This is an optimization exercise on Yosys and OpenROAD, whose aim is small area and a short achievable clock period, not a production implementation.
The RTL was checked by simulation tests, not by an equivalence proof against the original design.
Power figures rest on the tool's default switching activity, not on a simulated workload.

`flow/design.v`:
```
`timescale 1ns / 1ps
module gg_deblock_filter
(
    input  logic [0:3][0:15][7:0] blki,
    output logic [0:3][0:15][7:0] blko,
    input  logic [1:2][7:0]       alpha,
    input  logic [1:2][4:0]       beta,
    input  logic [0:2][0:1][4:0]  tc0,
    input  logic [1:2][0:1]       is4,
    input  logic [1:2][0:1]       is13,
    input  logic [0:3][4:0]       vflg,
    input  logic                  ch_flag
);
    logic [0:15][7:0] cur_blk;
    logic [0:15][7:0] lef_blk;
    logic [0:7][4:0]  hflg;
    genvar ii;
    generate
        for (ii = 0; ii < 4; ii++) begin : g_v
            gg_deblock_dp _dp (
                .ch_flag ( ch_flag ), .tc0 ( tc0[0][ii/2] ), .flags ( vflg[ii] ),
                .pi ( { blki[2][3+4*ii], blki[2][2+4*ii], blki[2][1+4*ii], blki[2][0+4*ii] } ),
                .qi ( { blki[3][0+4*ii], blki[3][1+4*ii], blki[3][2+4*ii], blki[3][3+4*ii] } ),
                .po ( { lef_blk[3+4*ii], lef_blk[2+4*ii], lef_blk[1+4*ii], lef_blk[0+4*ii] } ),
                .qo ( { cur_blk[0+4*ii], cur_blk[1+4*ii], cur_blk[2+4*ii], cur_blk[3+4*ii] } )
            );
        end
        for (ii = 0; ii < 4; ii++) begin : g_h1
            gg_deblock_dec _dec (
                .alpha ( alpha[1] ), .beta ( beta[1] ),
                .is4 ( is4[1][ii/2] ), .is13 ( is13[1][ii/2] ),
                .pi ( { blki[0][3*4+ii], blki[0][2*4+ii], blki[0][1*4+ii], blki[0][0*4+ii] } ),
                .qi ( { lef_blk[0*4+ii], lef_blk[1*4+ii], lef_blk[2*4+ii], lef_blk[3*4+ii] } ),
                .flags ( hflg[ii] )
            );
            gg_deblock_dp _dp (
                .ch_flag ( ch_flag ), .tc0 ( tc0[1][ii/2] ), .flags ( hflg[ii] ),
                .pi ( { blki[0][3*4+ii], blki[0][2*4+ii], blki[0][1*4+ii], blki[0][0*4+ii] } ),
                .qi ( { lef_blk[0*4+ii], lef_blk[1*4+ii], lef_blk[2*4+ii], lef_blk[3*4+ii] } ),
                .po ( { blko[0][3*4+ii], blko[0][2*4+ii], blko[0][1*4+ii], blko[0][0*4+ii] } ),
                .qo ( { blko[2][0*4+ii], blko[2][1*4+ii], blko[2][2*4+ii], blko[2][3*4+ii] } )
            );
        end
        for (ii = 0; ii < 4; ii++) begin : g_h2
            gg_deblock_dec _dec (
                .alpha ( alpha[2] ), .beta ( beta[2] ),
                .is4 ( is4[2][ii/2] ), .is13 ( is13[2][ii/2] ),
                .pi ( { blki[1][3*4+ii], blki[1][2*4+ii], blki[1][1*4+ii], blki[1][0*4+ii] } ),
                .qi ( { cur_blk[0*4+ii], cur_blk[1*4+ii], cur_blk[2*4+ii], cur_blk[3*4+ii] } ),
                .flags ( hflg[4+ii] )
            );
            gg_deblock_dp _dp (
                .ch_flag ( ch_flag ), .tc0 ( tc0[2][ii/2] ), .flags ( hflg[4+ii] ),
                .pi ( { blki[1][3*4+ii], blki[1][2*4+ii], blki[1][1*4+ii], blki[1][0*4+ii] } ),
                .qi ( { cur_blk[0*4+ii], cur_blk[1*4+ii], cur_blk[2*4+ii], cur_blk[3*4+ii] } ),
                .po ( { blko[1][3*4+ii], blko[1][2*4+ii], blko[1][1*4+ii], blko[1][0*4+ii] } ),
                .qo ( { blko[3][0*4+ii], blko[3][1*4+ii], blko[3][2*4+ii], blko[3][3*4+ii] } )
            );
        end
    endgenerate
endmodule
module gg_deblock_params
(
    input  logic [0:3][5:0] qpz,
    input  logic [4:0] FilterOffsetA,
    input  logic [4:0] FilterOffsetB,
    input  logic ch_flag,
    input  logic [0:2][0:1][2:0] bs,
    output logic [0:2][7:0]      alpha,
    output logic [0:2][4:0]      beta,
    output logic [0:2][0:1][4:0] tc0,
    output logic [0:2][0:1]      is4,
    output logic [0:2][0:1]      is13
);
    function automatic logic [5:0] qpc(input logic [5:0] q);
        case (q)
            6'd30: qpc = 6'd29; 6'd31: qpc = 6'd30; 6'd32: qpc = 6'd31; 6'd33: qpc = 6'd32;
            6'd34: qpc = 6'd32; 6'd35: qpc = 6'd33; 6'd36: qpc = 6'd34; 6'd37: qpc = 6'd34;
            6'd38: qpc = 6'd35; 6'd39: qpc = 6'd35; 6'd40: qpc = 6'd36; 6'd41: qpc = 6'd36;
            6'd42: qpc = 6'd37; 6'd43: qpc = 6'd37; 6'd44: qpc = 6'd37; 6'd45: qpc = 6'd38;
            6'd46: qpc = 6'd38; 6'd47: qpc = 6'd38; 6'd48: qpc = 6'd39; 6'd49: qpc = 6'd39;
            6'd50: qpc = 6'd39; 6'd51: qpc = 6'd39;
            default: qpc = q;
        endcase
    endfunction
    function automatic logic [7:0] alpha_f(input logic [5:0] i);
        case (i)
            16: alpha_f = 4;   17: alpha_f = 4;   18: alpha_f = 5;   19: alpha_f = 6;
            20: alpha_f = 7;   21: alpha_f = 8;   22: alpha_f = 9;   23: alpha_f = 10;
            24: alpha_f = 12;  25: alpha_f = 13;  26: alpha_f = 15;  27: alpha_f = 17;
            28: alpha_f = 20;  29: alpha_f = 22;  30: alpha_f = 25;  31: alpha_f = 28;
            32: alpha_f = 32;  33: alpha_f = 36;  34: alpha_f = 40;  35: alpha_f = 45;
            36: alpha_f = 50;  37: alpha_f = 56;  38: alpha_f = 63;  39: alpha_f = 71;
            40: alpha_f = 80;  41: alpha_f = 90;  42: alpha_f = 101; 43: alpha_f = 113;
            44: alpha_f = 127; 45: alpha_f = 144; 46: alpha_f = 162; 47: alpha_f = 182;
            48: alpha_f = 203; 49: alpha_f = 226; 50: alpha_f = 255; 51: alpha_f = 255;
            default: alpha_f = 0;
        endcase
    endfunction
    function automatic logic [4:0] beta_f(input logic [5:0] i);
        case (i)
            16: beta_f = 2;  17: beta_f = 2;  18: beta_f = 2;  19: beta_f = 3;
            20: beta_f = 3;  21: beta_f = 3;  22: beta_f = 3;  23: beta_f = 4;
            24: beta_f = 4;  25: beta_f = 4;  26: beta_f = 6;  27: beta_f = 6;
            28: beta_f = 7;  29: beta_f = 7;  30: beta_f = 8;  31: beta_f = 8;
            32: beta_f = 9;  33: beta_f = 9;  34: beta_f = 10; 35: beta_f = 10;
            36: beta_f = 11; 37: beta_f = 11; 38: beta_f = 12; 39: beta_f = 12;
            40: beta_f = 13; 41: beta_f = 13; 42: beta_f = 14; 43: beta_f = 14;
            44: beta_f = 15; 45: beta_f = 15; 46: beta_f = 16; 47: beta_f = 16;
            48: beta_f = 17; 49: beta_f = 17; 50: beta_f = 18; 51: beta_f = 18;
            default: beta_f = 0;
        endcase
    endfunction
    function automatic logic [4:0] tc0_f(input logic [1:0] r, input logic [5:0] i);
        logic [4:0] v0, v1, v2;
        case (i)
            23: begin v0 = 1;  v1 = 1;  v2 = 1;  end
            24: begin v0 = 1;  v1 = 1;  v2 = 1;  end
            25: begin v0 = 1;  v1 = 1;  v2 = 1;  end
            26: begin v0 = 1;  v1 = 1;  v2 = 1;  end
            27: begin v0 = 1;  v1 = 1;  v2 = 2;  end
            28: begin v0 = 1;  v1 = 1;  v2 = 2;  end
            29: begin v0 = 1;  v1 = 1;  v2 = 2;  end
            30: begin v0 = 1;  v1 = 1;  v2 = 2;  end
            31: begin v0 = 1;  v1 = 2;  v2 = 3;  end
            32: begin v0 = 1;  v1 = 2;  v2 = 3;  end
            33: begin v0 = 2;  v1 = 2;  v2 = 3;  end
            34: begin v0 = 2;  v1 = 2;  v2 = 4;  end
            35: begin v0 = 2;  v1 = 3;  v2 = 4;  end
            36: begin v0 = 2;  v1 = 3;  v2 = 4;  end
            37: begin v0 = 3;  v1 = 3;  v2 = 5;  end
            38: begin v0 = 3;  v1 = 4;  v2 = 6;  end
            39: begin v0 = 3;  v1 = 4;  v2 = 6;  end
            40: begin v0 = 4;  v1 = 5;  v2 = 7;  end
            41: begin v0 = 4;  v1 = 5;  v2 = 8;  end
            42: begin v0 = 4;  v1 = 6;  v2 = 9;  end
            43: begin v0 = 5;  v1 = 7;  v2 = 10; end
            44: begin v0 = 6;  v1 = 8;  v2 = 11; end
            45: begin v0 = 6;  v1 = 8;  v2 = 13; end
            46: begin v0 = 7;  v1 = 10; v2 = 14; end
            47: begin v0 = 8;  v1 = 11; v2 = 16; end
            48: begin v0 = 9;  v1 = 12; v2 = 18; end
            49: begin v0 = 10; v1 = 13; v2 = 20; end
            50: begin v0 = 11; v1 = 15; v2 = 23; end
            51: begin v0 = 13; v1 = 17; v2 = 25; end
            default: begin
                v0 = 0;
                v1 = (i >= 21) ? 5'd1 : 5'd0;
                v2 = (i >= 17) ? 5'd1 : 5'd0;
            end
        endcase
        tc0_f = (r == 2'd1) ? v1 : (r == 2'd2) ? v2 : v0;
    endfunction
    logic [5:0] qa [0:3];
    logic [6:0] qsum [0:2];
    logic [5:0] qavg [0:2];
    logic [6:0] ofsA, ofsB;
    logic [5:0] idxA, idxB;
    logic [1:0] r0, r1;
    always_comb begin
        for (int b = 0; b < 4; b++) qa[b] = ch_flag ? qpc(qpz[b]) : qpz[b];
        qsum[0] = qa[2] + qa[3] + 7'd1;
        qsum[1] = qa[0] + qa[2] + 7'd1;
        qsum[2] = qa[1] + qa[3] + 7'd1;
        for (int e = 0; e < 3; e++) begin
            qavg[e] = qsum[e][6:1];
            ofsA = { 1'b0, qavg[e] } + { {2{FilterOffsetA[4]}}, FilterOffsetA };
            ofsB = { 1'b0, qavg[e] } + { {2{FilterOffsetB[4]}}, FilterOffsetB };
            idxA = ofsA[6] ? 6'd0 : (ofsA[5:0] > 6'd51) ? 6'd51 : ofsA[5:0];
            idxB = ofsB[6] ? 6'd0 : (ofsB[5:0] > 6'd51) ? 6'd51 : ofsB[5:0];
            alpha[e] = alpha_f(idxA);
            beta[e]  = beta_f(idxB);
            r0 = (bs[e][0] == 3'd3) ? 2'd2 : 2'd0;
            r1 = (bs[e][0] == 3'd0 && bs[e][1] == 3'd2) ? 2'd1 : (bs[e][1] == 3'd3) ? 2'd2 : 2'd0;
            tc0[e][0] = tc0_f(r0, idxA);
            tc0[e][1] = tc0_f(r1, idxA);
            for (int h = 0; h < 2; h++) begin
                is4[e][h]  = bs[e][h] == 3'd4;
                is13[e][h] = bs[e][h] != 3'd4 && bs[e][h] != 3'd0;
            end
        end
    end
endmodule
module gg_deblock_dec
(
    input  logic [7:0] alpha,
    input  logic [4:0] beta,
    input  logic is4,
    input  logic is13,
    input  logic [0:3][7:0] pi,
    input  logic [0:3][7:0] qi,
    output logic [4:0] flags
);
    function automatic logic absd_lt(input logic [7:0] a, input logic [7:0] b, input logic [7:0] thr);
        logic [8:0] d;
        logic [7:0] m;
        d = {1'b0, a} - {1'b0, b};
        m = d[7:0] ^ {8{d[8]}};           
        absd_lt = d[8] ? ((thr != 8'd0) && (m < thr - 8'd1)) : (m < thr);
    endfunction
    logic [7:0] alpha4;
    logic f, ap1, aq1, ap2, aq2, pq_a, pq_a4;
    always_comb begin
        alpha4 = {2'b0, alpha[7:2]} + 8'd2;
        pq_a  = absd_lt(pi[0], qi[0], alpha);
        pq_a4 = absd_lt(pi[0], qi[0], alpha4);
        ap1   = absd_lt(pi[1], pi[0], {3'd0, beta});
        aq1   = absd_lt(qi[1], qi[0], {3'd0, beta});
        ap2   = absd_lt(pi[2], pi[0], {3'd0, beta});
        aq2   = absd_lt(qi[2], qi[0], {3'd0, beta});
        f = pq_a & ap1 & aq1;
        flags = { f & is4, f & is13, ap2, aq2, pq_a4 };
    end
endmodule
module gg_deblock_dp
(
    input  logic ch_flag,
    input  logic [4:0] tc0,
    input  logic [4:0] flags,
    input  logic [0:3][7:0] pi,
    input  logic [0:3][7:0] qi,
    output logic [0:3][7:0] po,
    output logic [0:3][7:0] qo
);
    logic [7:0] p0, p1, p2, p3, q0, q1, q2, q3;
    assign { p0, p1, p2, p3 } = pi;
    assign { q0, q1, q2, q3 } = qi;
    logic str_en, nrm_en, ap2, aq2, sm, pstr, qstr;
    logic [4:0] tc;
    logic [8:0] d0, e;
    logic [9:0] dl;
    logic [8:0] dsh;
    logic [5:0] dclip;
    logic [8:0] S1;
    logic [9:0] X, Xq, A1, Aq1, B1, C2, Cq2, p0cf, q0cf;
    logic [8:0] T, Tq, D1, D1q;
    logic [10:0] p0f, q0f, p2f, q2f;
    logic [5:0] c1, c1q;
    logic [7:0] p0n, q0n, p1n, q1n;
    always_comb begin
        { str_en, nrm_en, ap2, aq2, sm } = flags;
        pstr = ap2 & sm & !ch_flag;
        qstr = aq2 & sm & !ch_flag;
        tc = tc0 + (ch_flag ? 5'd1 : ({4'd0, ap2} + {4'd0, aq2}));
        d0 = {1'b0, q0} - {1'b0, p0};
        e  = {1'b0, p1} - {1'b0, q1};
        dl = {d0[8], d0} + {{3{e[8]}}, e[8:2]} + 10'd1;      
        dsh = dl[9:1];
        dclip = (!dsh[8] && dsh[7:0] > {3'd0, tc}) ? {1'b0, tc} :
                ( dsh[8] && ~dsh[7:0] >= {3'd0, tc}) ? (6'd0 - {1'b0, tc}) : dsh[5:0];
        p0n = p0 + {{2{dclip[5]}}, dclip};
        q0n = q0 - {{2{dclip[5]}}, dclip};
        S1 = {1'b0, p0} + {1'b0, q0} + 9'd1;
        X  = {1'b0, p2, 1'b0} + {1'b0, S1};                 
        Xq = {1'b0, q2, 1'b0} + {1'b0, S1};
        D1  = {1'b0, X[9:2]}  - {1'b0, p1};
        D1q = {1'b0, Xq[9:2]} - {1'b0, q1};
        c1  = D1[8]  ? (6'd0 - {1'b0, tc0}) : (D1[7:0]  > {3'd0, tc0}) ? {1'b0, tc0} : D1[5:0];
        c1q = D1q[8] ? (6'd0 - {1'b0, tc0}) : (D1q[7:0] > {3'd0, tc0}) ? {1'b0, tc0} : D1q[5:0];
        p1n = p1 + {{2{c1[5]}}, c1};
        q1n = q1 + {{2{c1q[5]}}, c1q};
        A1  = {1'b0, S1} + {2'd0, p1};                      
        Aq1 = {1'b0, S1} + {2'd0, q1};
        B1  = A1 + {2'd0, q1};                              
        C2  = A1 + {2'd0, p2} + 10'd1;                      
        Cq2 = Aq1 + {2'd0, q2} + 10'd1;
        T   = {1'b0, p3} + {1'b0, p2};
        Tq  = {1'b0, q3} + {1'b0, q2};
        p0f = {1'b0, C2} + {1'b0, B1} + 11'd1;              
        q0f = {1'b0, Cq2} + {1'b0, B1} + 11'd1;
        p2f = {1'b0, T, 1'b0} + {1'b0, C2} + 11'd2;         
        q2f = {1'b0, Tq, 1'b0} + {1'b0, Cq2} + 11'd2;
        p0cf = {1'b0, p1, 1'b0} + {2'd0, p0} + {2'd0, q1} + 10'd2;
        q0cf = {1'b0, q1, 1'b0} + {2'd0, q0} + {2'd0, p1} + 10'd2;
        po = pi;
        qo = qi;
        if (str_en) begin
            if (pstr) begin
                po[0] = p0f[10:3]; po[1] = C2[9:2]; po[2] = p2f[10:3];
            end else
                po[0] = p0cf[9:2];
            if (qstr) begin
                qo[0] = q0f[10:3]; qo[1] = Cq2[9:2]; qo[2] = q2f[10:3];
            end else
                qo[0] = q0cf[9:2];
        end else if (nrm_en) begin
            po[0] = p0n;
            qo[0] = q0n;
            if (ap2 && !ch_flag) po[1] = p1n;
            if (aq2 && !ch_flag) qo[1] = q1n;
        end
    end
endmodule
`timescale 1ns / 1ps
module gg_deblock_filter_top (
    input  logic         clk,
    input  logic [511:0] blki_d,
    input  logic [17:0]  bs_d,
    input  logic [23:0]  qpz_d,
    input  logic [4:0]   FilterOffsetA_d,
    input  logic [4:0]   FilterOffsetB_d,
    input  logic         ch_flag_d,
    output logic [511:0] blko_q
);
    logic [0:3][0:15][7:0] blki_w;
    logic [0:2][0:1][2:0]  bs_w;
    logic [0:3][5:0]       qpz_w;
    assign blki_w = blki_d;
    assign bs_w   = bs_d;
    assign qpz_w  = qpz_d;
    logic [0:2][7:0]      alpha_w;
    logic [0:2][4:0]      beta_w;
    logic [0:2][0:1][4:0] tc0_w;
    logic [0:2][0:1]      is4_w, is13_w;
    logic [0:3][4:0]      vflg_w;    
    gg_deblock_params _par (
        .qpz(qpz_w), .FilterOffsetA(FilterOffsetA_d), .FilterOffsetB(FilterOffsetB_d),
        .ch_flag(ch_flag_d), .bs(bs_w),
        .alpha(alpha_w), .beta(beta_w), .tc0(tc0_w), .is4(is4_w), .is13(is13_w)
    );
    genvar ii;
    generate
        for (ii = 0; ii < 4; ii++) begin : g_vdec
            gg_deblock_dec _dec (
                .alpha ( alpha_w[0] ), .beta ( beta_w[0] ),
                .is4   ( is4_w[0][ii/2] ), .is13 ( is13_w[0][ii/2] ),
                .pi    ( { blki_w[2][3+4*ii], blki_w[2][2+4*ii], blki_w[2][1+4*ii], blki_w[2][0+4*ii] } ),
                .qi    ( { blki_w[3][0+4*ii], blki_w[3][1+4*ii], blki_w[3][2+4*ii], blki_w[3][3+4*ii] } ),
                .flags ( vflg_w[ii] )
            );
        end
    endgenerate
    logic [0:3][0:15][7:0] blki;
    logic [1:2][7:0]       alpha;
    logic [1:2][4:0]       beta;
    logic [0:2][0:1][4:0]  tc0;
    logic [1:2][0:1]       is4, is13;
    logic [0:3][4:0]       vflg;
    logic                  ch_flag;
    always_ff @(posedge clk) begin
        blki    <= blki_w;
        alpha   <= alpha_w[1:2];
        beta    <= beta_w[1:2];
        tc0     <= tc0_w;
        is4     <= is4_w[1:2];
        is13    <= is13_w[1:2];
        vflg    <= vflg_w;
        ch_flag <= ch_flag_d;
    end
    logic [0:3][0:15][7:0] blko;
    gg_deblock_filter _core_filter (
        .blki ( blki ), .blko ( blko ),
        .alpha ( alpha ), .beta ( beta ), .tc0 ( tc0 ),
        .is4 ( is4 ), .is13 ( is13 ), .vflg ( vflg ), .ch_flag ( ch_flag )
    );
    always_ff @(posedge clk) begin
        blko_q <= blko;
    end
endmodule
```
`flow/run.sh`:
```
#!/bin/bash
# synth_recipe.tcl (not shown) runs the flow's synth.tcl, then flattens the netlist and writes it again
# the make line also repeats each setting of config.mk as NAME=value (left out here)
make -C /OpenROAD-flow-scripts/flow DESIGN_CONFIG=/design/flow/config.mk WORK_HOME=/design/flow/orfs CLKGATE_MAP_FILE= SYNTH_SCRIPT=/design/flow/synth_recipe.tcl finish
```
`flow/config.mk`:
```
export PLATFORM = sky130hd
export DESIGN_NAME = gg_deblock_filter_top
export DESIGN_NICKNAME = gg_deblock_filter_top
export VERILOG_FILES = /design/flow/design.v
export SDC_FILE = /design/flow/constraint.sdc
export NUM_CORES = 4
export LEC_CHECK = 0
export CAP_MARGIN = 20
export CORE_MARGIN = 2
export CORE_UTILIZATION = 30
export PLACE_DENSITY = 0.35
export SLEW_MARGIN = 20
```
`flow/constraint.sdc`:
```
create_clock -name core_clock -period 27.0 [get_ports {clk}]
set_input_delay 5.4000 -clock core_clock [delete_from_list [all_inputs] [get_ports {clk}]]
set_output_delay 5.4000 -clock core_clock [all_outputs]
set_load 0.01 [all_outputs]
```
==> impl_results.md <==
* Status: no timing/DRC/antenna violations
* Worst-path cell with the longest stage delay: a211oi_2
* DRC viols at 0
* Finished Layout Cells at 32314
* Initial core utilization at ~30%
* Setup crit end kind: flip-flop
* Share of the synthesized area in the top cell type at 28.4%
* Share of cells above drive strength 1 at around 5%
* Most common cell in the synthesized netlist: ha_1
* Initial antenna violation count at 221
* Drt via density at 5.27
* PostCTS Resize Cnt at 0
* Leakage at 102 nW
* Worst Path Required at approximately 28 ns
* Synth cell count leaders: ha_1, inv_1, a21oi_1
* Sequential area share after synthesis at a little under an eighth
* Setup CP Type: reg -> reg
* Dpl hpwl at 761000 um
* Hold_ws at 0.359 ns
* Total grt overflow at 0
* Top cell by count, worst path: ha_1
* Library cells used by synthesis at around 100
* Die area at 625000 um^2
* Most area-hungry cell type in the Yosys netlist: ha_1
* Avg Cell Area, Syn at 8.21 um^2
* Vias in the first global route at 164872
* Clock latency (worst-skew pair) at 0.95 ns
* Post-route minimum period at 17.65 ns
* Slew @ Worst Pin at between 1 and 1.5 ns
* Tot GR Track Use at approximately 28%
* Final setup violation count at 0
* Boundary pin count at 1078
* # Post-CTS Setup Buffers at 0
* Post-synth top flop: dfxtp_1
* Post-Route WL at 904000 um
* Die width at 791 um
* Num Clock Sinks at ~1100
* Unrepaired setup endpoints after global routing: false
* Area contributors post-synth: ha_1, dfxtp_1, xnor2_1, fa_1, a21oi_1
* Peak supply drop at 0.133 mV
* Top fanout value on the critical path at 12
* WL/cell at 28.0 um
* CTS clk-pin slew, worst paths at 0.06 ns
* Clock Skews at around 0.055 ns
* Post-synthesis register bit count at 1109
* Final core occ at 34.9%
* Starting DRC count in detailed routing at 12919
* Syn-to-layout area delta at 15.9%
* Crit-path max cell delay at ~0.74 ns
* Ys Warns at 7
* Tcrit/Tclk final at 65.4%
* H-tree levels at 4
* Critical path's top delay family: compound AO/OA/AOI/OAI gates
* Routed Antenna Nets at 0
* RD Place Congestion at 0.925
* Vias post-DR at between 150k and 200k
* Worst hold-check path type: reg -> reg
* Mapped Area at 186000 um^2
* Clock Path Buffers at 4
* First-pass DRT Iterations at 6
* Post-Syn Nets at 27925
* FILL cells at approximately 64000
* Relative slew slack at between 15 and 20%
* Power per Cell Area at ~150 nW/um^2
* Max Freq at 0.0567 GHz
* Max Cap Viol at 0
* Number of synthesized flops with an enable pin at 0
* Post-Route Setup TNS at 0 ns
* Wire length of the first global-routing pass at 1260000 um
* Core area at roughly 620000 um^2
* Nets@finish at 29315
* Final hold vios at 0
* Dpl cells at 31962
* Largest net degree at the start of global routing at 49
* CP Buf/Inv Count at 4
* Nature of the critical path startpoint: flip-flop
* Row count at about 290
* Reg2reg setup slack at 9.35 ns
* CTS root buf: clkbuf_16
* Fin. max-slew vios at 0
* CTS tree: yes
* DIE HEIGHT at 791 um
* CTS Buf Count at roughly 160
* # port buffers at 1077
* Mapped Cells at 22614
* Post-CTS Hold Buffers at 0
* Crit path DAT at 18.50 ns
* Asr flop ratio synth at 0%
layout by cell type (no fill, tap or decap), types with 82 or more instances in the layout:
| cell | instances |
|---|---|
| o21bai_1 | 521 |
| clkdlybuf4s50_1 | 1077 |
| a21o_1 | 1024 |
| dfxtp_1 | 1102 |
| a31oi_1 | 115 |
| nand3_1 | 240 |
| a21oi_1 | 1887 |
| o21a_1 | 440 |
| a22oi_1 | 82 |
| nand2_1 | 1072 |
| a211oi_1 | 163 |
| xor2_1 | 725 |
| buf_4 | 526 |
| nand4_1 | 123 |
| nand2b_1 | 375 |
| nor2_1 | 1407 |
| nor2b_1 | 466 |
| o22ai_1 | 137 |
| clkbuf_16 | 161 |
| nor3_1 | 500 |
| mux2_2 | 128 |
| o211ai_1 | 119 |
| fa_1 | 537 |
| inv_1 | 2251 |
| a21boi_0 | 90 |
| ha_1 | 4208 |
| xnor2_1 | 1665 |
| mux2i_1 | 193 |
| or3_1 | 87 |
| o21ai_0 | 1231 |
registers in the layout (all words and copies together) (netlist names):
name,cells
alpha,16
beta,10
blki,512
blko_q,512
ch_flag,1
is13,4
is4,4
tc0,30
vflg,20
routing by layer:
metal / vias to the layer above / wire (um) / GRT usage (%)
met1: 81803 / 446000 / 40.8
met4: 60 / 23000 / 6.49
li1: 83325 / - / -
met3: 714 / 46700 / 3.31
met5: - / 405 / 0
met2: 4236 / 388000 / 43.5
power breakdown:
part	internal (W)	switching, W
clock	0.00127	0.000959
combinational	0.0116	0.0168
sequential	0.00184	0.000231
cell type report:
cell class | count | area, um^2 | share of cell area (%)
repair buffers | 1604 | 14800 | 6.86
inverters | 2258 | 8480 | 3.94
clock inverters | 74 | 815 | 0.379
diodes | 67 | 168 | 0.0779
multi-input cells | 18872 | 154000 | 71.6
well taps | 8120 | 10200 | 4.72
flip-flops and latches | 1109 | 22200 | 10.3
clock buffers | 210 | 4430 | 2.06
worst paths after layout:
path | from | end | depth (start not counted)
setup / recovery | blki[113]$_DFF_P_ | blko_q[231]$_DFF_P_ | 74
hold / removal | blki[354]$_DFF_P_ | blko_q[354]$_DFF_P_ | 0
setup reg to reg | blki[113]$_DFF_P_ | blko_q[231]$_DFF_P_ | 74
hold reg to reg | blki[354]$_DFF_P_ | blko_q[354]$_DFF_P_ | 0
through the flow:
stage / power (W) / worst slack (ns) / instance area, um^2
finish: 0.0327 / 9.35 / 215000
global route: 0.0362 / 7.73 / 215000
CTS: 0.0327 / 9.24 / 215000
detailed placement: 0.0302 / 9.34 / 210000
global placement: 0.0302 / 9.29 / 210000
floorplan: 0.0218 / 12.12 / 186000
cell families (layout without fill, tap and decap cells):
| group | Yosys count | in the layout | synth area share [%] |
|---|---|---|---|
| other | 0 | 67 | 0 |
| and+or+nand+nor | 4791 | 4791 | 12.6 |
| DFF | 1109 | 1109 | 12.0 |
| AOI/OAI and AO/OA | 6603 | 6603 | 22.7 |
| muxes | 326 | 326 | 1.85 |
| xor gates and xnor gates | 2405 | 2405 | 11.3 |
| adders and majority gates | 4747 | 4747 | 34.2 |
| buffers and inverters | 2633 | 4146 | 5.36 |

afterwards: timing with drivers on the ports:
No port has a modelled driver above. Below, the same layout with a new extraction and two added sets of constraints.
Step 1 (the two cells are an assumption about what drives the block):
set clk [get_ports {clk}]
set_driving_cell -lib_cell sky130_fd_sc_hd__clkbuf_16 $clk
set_driving_cell -lib_cell sky130_fd_sc_hd__buf_2 [delete_from_list [all_inputs] $clk]
Step 2 moves the port delays by t, midway between the first and last clock arrival at a register: inputs arrive t later, outputs are due t later. That takes back most of the time a late clock gives input paths.
Three values: ideal ports, drivers, drivers and shift; two values: the first two.
t (ns): 1.065
setup slack, ns: 9.355 / 9.355 / 9.355
worst hold slack (ns): 0.359 / 0.359 / 0.359
After both steps setup and hold are still met in this run. For this run, drivers alone change the setup slack by 0.000 ns; drivers and shift together by 0.000 ns.
